What follows belongs to an exercise in optimizing a design on an open flow for small area, a short achievable clock period and few clock cycles; a production flow would make more cautious choices. RTL that was checked went through simulation tests only; none was proved equivalent to the original.

== before ==
## JAM
module JAM (
    input CLK,
    input RST,
    output [2:0] W,
    output [2:0] J,
    input [6:0] Cost,
    output [3:0] MatchCount,
    output [9:0] MinCost,
    output Valid
);
export LEC_CHECK = 0
export CAP_MARGIN = 20
export CORE_MARGIN = 2
export CORE_UTILIZATION = 40
export PLACE_DENSITY = 0.6
export SLEW_MARGIN = 20
create_clock -name core_clock -period 4.5 [get_ports {CLK}]
run.sh (not shown) runs the stock make flow with config.mk's settings and CLKGATE_MAP_FILE= SYNTH_SCRIPT=/design/flow/synth_recipe.tcl, a recipe that flattens the netlist after the stock synthesis.
before ended with every stage complete and zero timing, DRC or antenna violations.
Testbench counts of before, summed over its fixed seeds: cycles 7,709.
Changes in after relative to before:
--- a/flow/design.v
+++ b/flow/design.v
@@ -36,21 +36,18 @@
     reg [7:0]  Trow;        
     reg        jv;          
     reg        rd;          
     reg        upd;         
     reg [3:0]  pc;          
     reg [15:0] M4;          
     reg        f4v;         
     reg [11:0] qr;          
     reg        qv2;         
-    reg        r2;          
-    reg        g3;          
-    reg        found;       
     assign Valid = (ph == DONE);
     assign MinCost = best;
     assign MatchCount = cnt;
     wire [2:0] hi = t[5:3];
     wire [2:0] lo = t[2:0];
     assign W = (ph == P2) ? lo : hi;
     assign J = (ph == P2) ? hi : lo;
     integer i, a, b;
     function [7:0] lowbit;
@@ -242,44 +239,37 @@
                         t <= {lowest(need), 3'd0};
                     end else ph <= GAP3;
                 end
                 P2: begin
                     if (lo != 3'd7) t <= t + 6'd1;
                     else if (needn != 8'd0) t <= {lowest(needn), 3'd0};
                     else ph <= GAP;
                 end
                 GAP: ph <= GAP3;
-                FIN: if (!f4v && !qv2) ph <= (found || r2) ? DONE : GAP3;
+                FIN: if (!f4v && !qv2) ph <= DONE;
                 GAP3: begin
                     ph <= DFS;
                     t <= {3'd0, fj};
                 end
                 DFS: begin
                     if (upd || better) ;
                     else if (desc) t <= {kp1, dn_j};
                     else if (stay) t <= {k, st_j};
-                    else if (!PLv) ph <= (f4v || qv2 || (jv && !dead && bulk)) ? FIN :
-                                        (found || r2 || (jv && !dead && leaf && le)) ? DONE : GAP3;
+                    else if (!PLv) ph <= (f4v || qv2 || (jv && !dead && bulk)) ? FIN : DONE;
                     else t <= {PL, pj};
                 end
                 default: ;
             endcase
         end
     end
     always @(posedge CLK) begin
         Creg <= (ph == P2) ? Cost - udn : Cost;
         M4 <= M4n;
-        if (ph == P1) g3 <= 1'b0;
-        else if (ph == GAP3) begin
-            g3 <= 1'b1;
-            r2 <= g3;
-        end
-        if (qv2 && qr != 12'd0) found <= 1'b1;
         f4v <= indfs && jv && !dead && bulk && !upd;
         qr <= {q3, q2, q1, q0};
         qv2 <= f4v;
         pc <= qv2 ? p4 : 4'd0;
         qp <= (ph != P1);
         tq <= t;
         pend <= qv && qlast;
         if (pend) lb0 <= lb0s;
         if (qv) begin
@@ -295,45 +285,42 @@
             end else begin
                 if (qlast) begin
                     v[qhi] <= vmin;
                     for (i = 0; i < 8; i = i + 1) tm[8*i + qhi] <= tbn[i];
                 end
             end
         end
         case (ph)
             GAP3: begin
-                best <= g3 ? 10'h3ff : lb0s;
-                S <= g3 ? {1'b0, ~lb0s} : 11'd0;
-                A <= (g3 ? {1'b0, ~lb0s} : 11'd0) + {4'd0, u[0]};
-                found <= 1'b0;
+                best <= 10'h3ff;
+                S <= {1'b0, ~lb0s};
+                A <= {1'b0, ~lb0s} + {4'd0, u[0]};
                 V <= vpop;
                 cnt <= 4'd0;
                 used <= 8'd0;
                 jv <= 1'b1;
                 upd <= 1'b0;
                 PLv <= 1'b0;
                 rd <= (tm[7:0] == 8'd0);
                 Trow <= tm[7:0];
             end
             DFS: begin
                 if (k != 3'd0 && k != 3'd7) lb[k] <= best - S[9:0];
                 if (upd) begin
                     best <= best - S[9:0];
                     cnt <= 4'd1;
                     upd <= 1'b0;
                 end else if (better) begin
-                    found <= 1'b1;
                     S <= sgd;
                     jv <= 1'b0;
                     upd <= 1'b1;
                 end else begin
                     cnt <= cnt + pc + {3'd0, jv && !dead && leaf && eq};
-                    if (jv && !dead && leaf && eq) found <= 1'b1;
                     if (desc) begin
                         S <= sgd;
                         A <= adn;
                         V <= vdown;
                         js[k] <= j;
                         nj[k] <= st_j;
                         nr[k] <= st_r;
                         lastf[k] <= !st_v;
                         if (st_v) begin
==> comparison <==
In after, the clock network contribution to total cell area came out 0.16 points below the value in before. Global-route usage came out higher on after than on before. Summary of after over before: total length of routed wires up about 2%, post-synthesis xor/xnor area fraction roughly the same. after finished every stage and its layout cleared the timing, DRC and antenna checks. Non-clock buffer instance count of the final layout: after vs before up about 5.7%. before and after ended up with roughly the same final standard cell utilization of the core. after — area fraction in compound gates after synthesis 0.68 points higher, before as reference. ~same post-placement cell area in before and after.
The RTL of after was laid out without a check of its function.

Another version of the RTL of JAM (not shown whole).
For scale: roughly 3700 cells after synthesis, ~30 I/O pins.
make LEC_CHECK=0 CAP_MARGIN=20 CORE_MARGIN=2 CORE_UTILIZATION=40 PLACE_DENSITY=0.6 SETUP_SLACK_MARGIN=0.5 SLEW_MARGIN=20 finish   # period 4.5 ns
The starting point finished clean.
Testbench counts at the start, summed over its fixed seeds: cycles 4,650.
Edit:
--- a/flow/design.v
+++ b/flow/design.v
@@ -3,19 +3,19 @@
     input RST,
     output [2:0] W,
     output [2:0] J,
     input [6:0] Cost,
     output [3:0] MatchCount,
     output [9:0] MinCost,
     output Valid
 );
     localparam [3:0] P1 = 4'd0, CH = 4'd1, PU = 4'd2, HI = 4'd4, HB = 4'd5,
-                     HA = 4'd6, HS = 4'd7, HU = 4'd9, DI = 4'd10, DFS = 4'd11,
+                     HA = 4'd6, HS = 4'd7, HW = 4'd8, HU = 4'd9, DI = 4'd10, DFS = 4'd11,
                      FIN = 4'd12, DONE = 4'd13;
     reg [3:0]  ph;
     reg [5:0]  t;           
     reg [5:0]  tq;          
     reg        p2m;         
     reg        qv;          
     reg        sv;          
     reg [7:0]  Creg;        
     reg        pend;        
@@ -111,28 +111,27 @@
     reg [63:0] sxn;         
     reg [63:0] nsxt;        
     always @(*) begin
         for (g4 = 0; g4 < 8; g4 = g4 + 1)
             for (h4 = 0; h4 < 8; h4 = h4 + 1) begin
                 sxn[8*g4 + h4] = Sm[g4] & ~Tm[h4];
                 nsxt[8*g4 + h4] = ~Sm[g4] & Tm[h4];
             end
     end
-    wire [7:0] dle = (sv && (sfirst || Creg < dl)) ? Creg : dl;
     wire [7:0] su = Sm & ~(8'd1 << hi);             
     wire [7:0] tu = Tm & ~(8'd1 << lo);
     wire [7:0] used = Tm;
     wire [2:0] PL = jc;
     wire       PLv = sfirst;
     wire [6:0] lastf = Sm[6:0];
     wire [15:0] M4 = {cm, rm};    
     wire [11:0] qr = {dl, rmin[3:0]};    
-    wire [3:0] pc = qv2 ? p4 : 4'd0;    
+    wire [3:0] pc = Creg[3:0];    
     wire       leaf = (k == 3'd7);
     wire [7:0] jbit = 8'd1 << j;
     wire [7:0] usedn = used | jbit;
     wire [2:0] kp1 = k + 3'd1;
     wire [7:0] Tk1 = tm[{kp1, 3'd0} +: 8];
     reg  [7:0] colany;
     reg        drow;
     always @(*) begin
         colany = 8'd0;
@@ -231,40 +230,42 @@
                     end
                 end
                 HA: if (!rm[pi]) begin
                     ph <= gofs ? DFS : HB;
                     t <= {3'd0, lowest(tm[7:0])};
                 end
                 HS: begin
                     if (sj != 8'd0) t <= {hi, lowest(sj)};
                     else if (si != 8'd0) t <= {lowest(si), lowest(ntm)};
-                    else begin
-                        ph <= p2m ? PU : HU;
-                        t <= p2m ? {3'd0, lowest(ntm)} : {lowest(Sm), lowest(Tm)};
-                    end
+                    else ph <= HW;
+                end
+                HW: begin
+                    ph <= p2m ? PU : HU;
+                    t <= p2m ? {3'd0, lowest(ntm)} : {lowest(Sm), lowest(Tm)};
                 end
                 HU: begin
                     t <= {lowest(su), lowest(tu)};
                     if (su == 8'd0 && tu == 8'd0) ph <= HB;
                 end
                 DFS: begin
                     if (desc) t <= {kp1, lowest(d0)};
                     else if (stay) t <= {k, st_j};
-                    else if (!PLv) ph <= (f4v || (!dead && bulk)) ? FIN : DONE;
+                    else if (!PLv) ph <= (f4v || qv2 || (!dead && bulk)) ? FIN : DONE;
                     else t <= {PL, pj};
                 end
-                FIN: if (!f4v) ph <= DONE;
+                FIN: if (!f4v && !qv2) ph <= DONE;
                 default: ;
             endcase
         end
     end
     always @(posedge CLK) begin
-        Creg <= inhs ? redn[7:0] : {1'b0, Cost};
+        Creg <= (indfs || ph == FIN || gofs) ? {4'd0, qv2 ? p4 : 4'd0} :
+                inhs ? redn[7:0] : {1'b0, Cost};
         tq <= t;
         sv <= inhs;
         pend <= qv && qlast;
         if (pend) lb0 <= lb0 + {3'd0, rmin};
         if (qv) begin
             rmin <= vmin;
             Trow <= tbn;
             begin
                 if (qhi == 3'd0) v[qlo] <= 8'd0;
@@ -286,20 +287,20 @@
             end
         end
         case (ph)
             CH, PU: begin
                 Sm <= 8'hff;
                 Tm <= ~(8'd1 << lowest(need));
                 sfirst <= 1'b1;
                 p2m <= 1'b1;
                 if (ph == PU) begin
-                    v[lo] <= vr + dle;
-                    lb0 <= lb0 + {2'd0, dle};
+                    v[lo] <= vr + dl;
+                    lb0 <= lb0 + {2'd0, dl};
                 end
             end
             HI: begin
                 Sm <= ~rm;
                 Tm <= 8'd0;
                 p2m <= 1'b0;
             end
             HB: begin
                 for (h7 = 0; h7 < 8; h7 = h7 + 1) if (newT[h7]) par[h7] <= parn[h7];
@@ -312,33 +313,33 @@
                 mr[pi] <= jc;
                 mc[jc] <= pi;
                 rm[pi] <= 1'b1;
                 cm[jc] <= 1'b1;
                 jc <= mr[pi];
                 Sm <= ~(rm | (8'd1 << pi));
                 Tm <= 8'd0;
             end
             HU: begin
-                if (Sm[hi]) u[hi] <= ur + dle[6:0];
-                if (Tm[lo]) v[lo] <= vr - dle;
-                lb0 <= lb0 + (Sm[hi] ? {2'd0, dle} : 10'd0) - (Tm[lo] ? {2'd0, dle} : 10'd0);
+                if (Sm[hi]) u[hi] <= ur + dl[6:0];
+                if (Tm[lo]) v[lo] <= vr - dl;
+                lb0 <= lb0 + (Sm[hi] ? {2'd0, dl} : 10'd0) - (Tm[lo] ? {2'd0, dl} : 10'd0);
                 Sm <= (su == 8'd0 && tu == 8'd0) ? ~rm : su;
                 Tm <= (su == 8'd0 && tu == 8'd0) ? 8'd0 : tu;
             end
             default: ;
         endcase
         if (sv) begin
             if (sfirst || Creg < dl) begin
                 dl <= Creg;
                 sfirst <= 1'b0;
             end
             tm <= (((sfirst || Creg < dl) ? (tm & ~sxn) : tm) | ((sfirst || Creg <= dl) ? (64'd1 << tq) : 64'd0))
-                  & ~((ph == HU) ? nsxt : 64'd0);
+                  & ~((ph == HW) ? nsxt : 64'd0);
         end
         if (gofs) begin
             cnt <= 4'd0;
             Tm <= 8'd0;
             sfirst <= 1'b0;
             Trow <= tm[7:0];
         end
         if (indfs) {cm, rm} <= M4n;
         f4v <= indfs && !dead && bulk;
What happened:
- The changed run completed without violations
- worst setup slack improves by 0.38 ns
- register-to-register slack improves by 0.38 ns
- first-iteration DRC count decreases by about 2.3%
- utilization decreases by 1.1 points
- die area stays flat
Testbench counts after the change, summed over its fixed seeds: cycles 4,759.

-- port drivers added, routing unchanged --
The results above use ideal ports. As a check the final layouts listed here were re-extracted and re-timed, cells and wires unchanged.
Step 1: set_driving_cell puts a clkbuf_16 on CLK and a buf_2 on each other input, an assumption about the parent block.
Step 2 moves the port delays by t, midway between the first and last clock arrival at a register: inputs arrive t later, outputs are due t later. That takes back most of the time a late clock gives input paths.
Three values: ideal ports, drivers, drivers and shift; two values: the first two.
run	shift t [ns]	setup slack, ns	worst hold slack (ns)	worst setup path at the end	clock arrival spread, ns
before	0.689	0.077 / 0.077 / -0.405	0.360 / 0.360 / 0.360	input to register	0.031 / 0.031
after	0.682	0.201 / 0.191 / -0.327	0.397 / 0.397 / 0.397	input to register	0.025 / 0.025
the first run of note 2	0.675	0.134 / 0.134 / 0.134	0.396 / 0.396 / 0.396	register to register	0.021 / 0.022
the second run of note 2	0.689	0.512 / 0.512 / 0.512	0.373 / 0.373 / 0.373	register to register	0.034 / 0.033
With both steps, setup timing fails in before and after, where it was met with ideal ports. For after, which loses most, drivers alone change the setup slack by -0.010 ns; drivers and shift together by -0.528 ns.
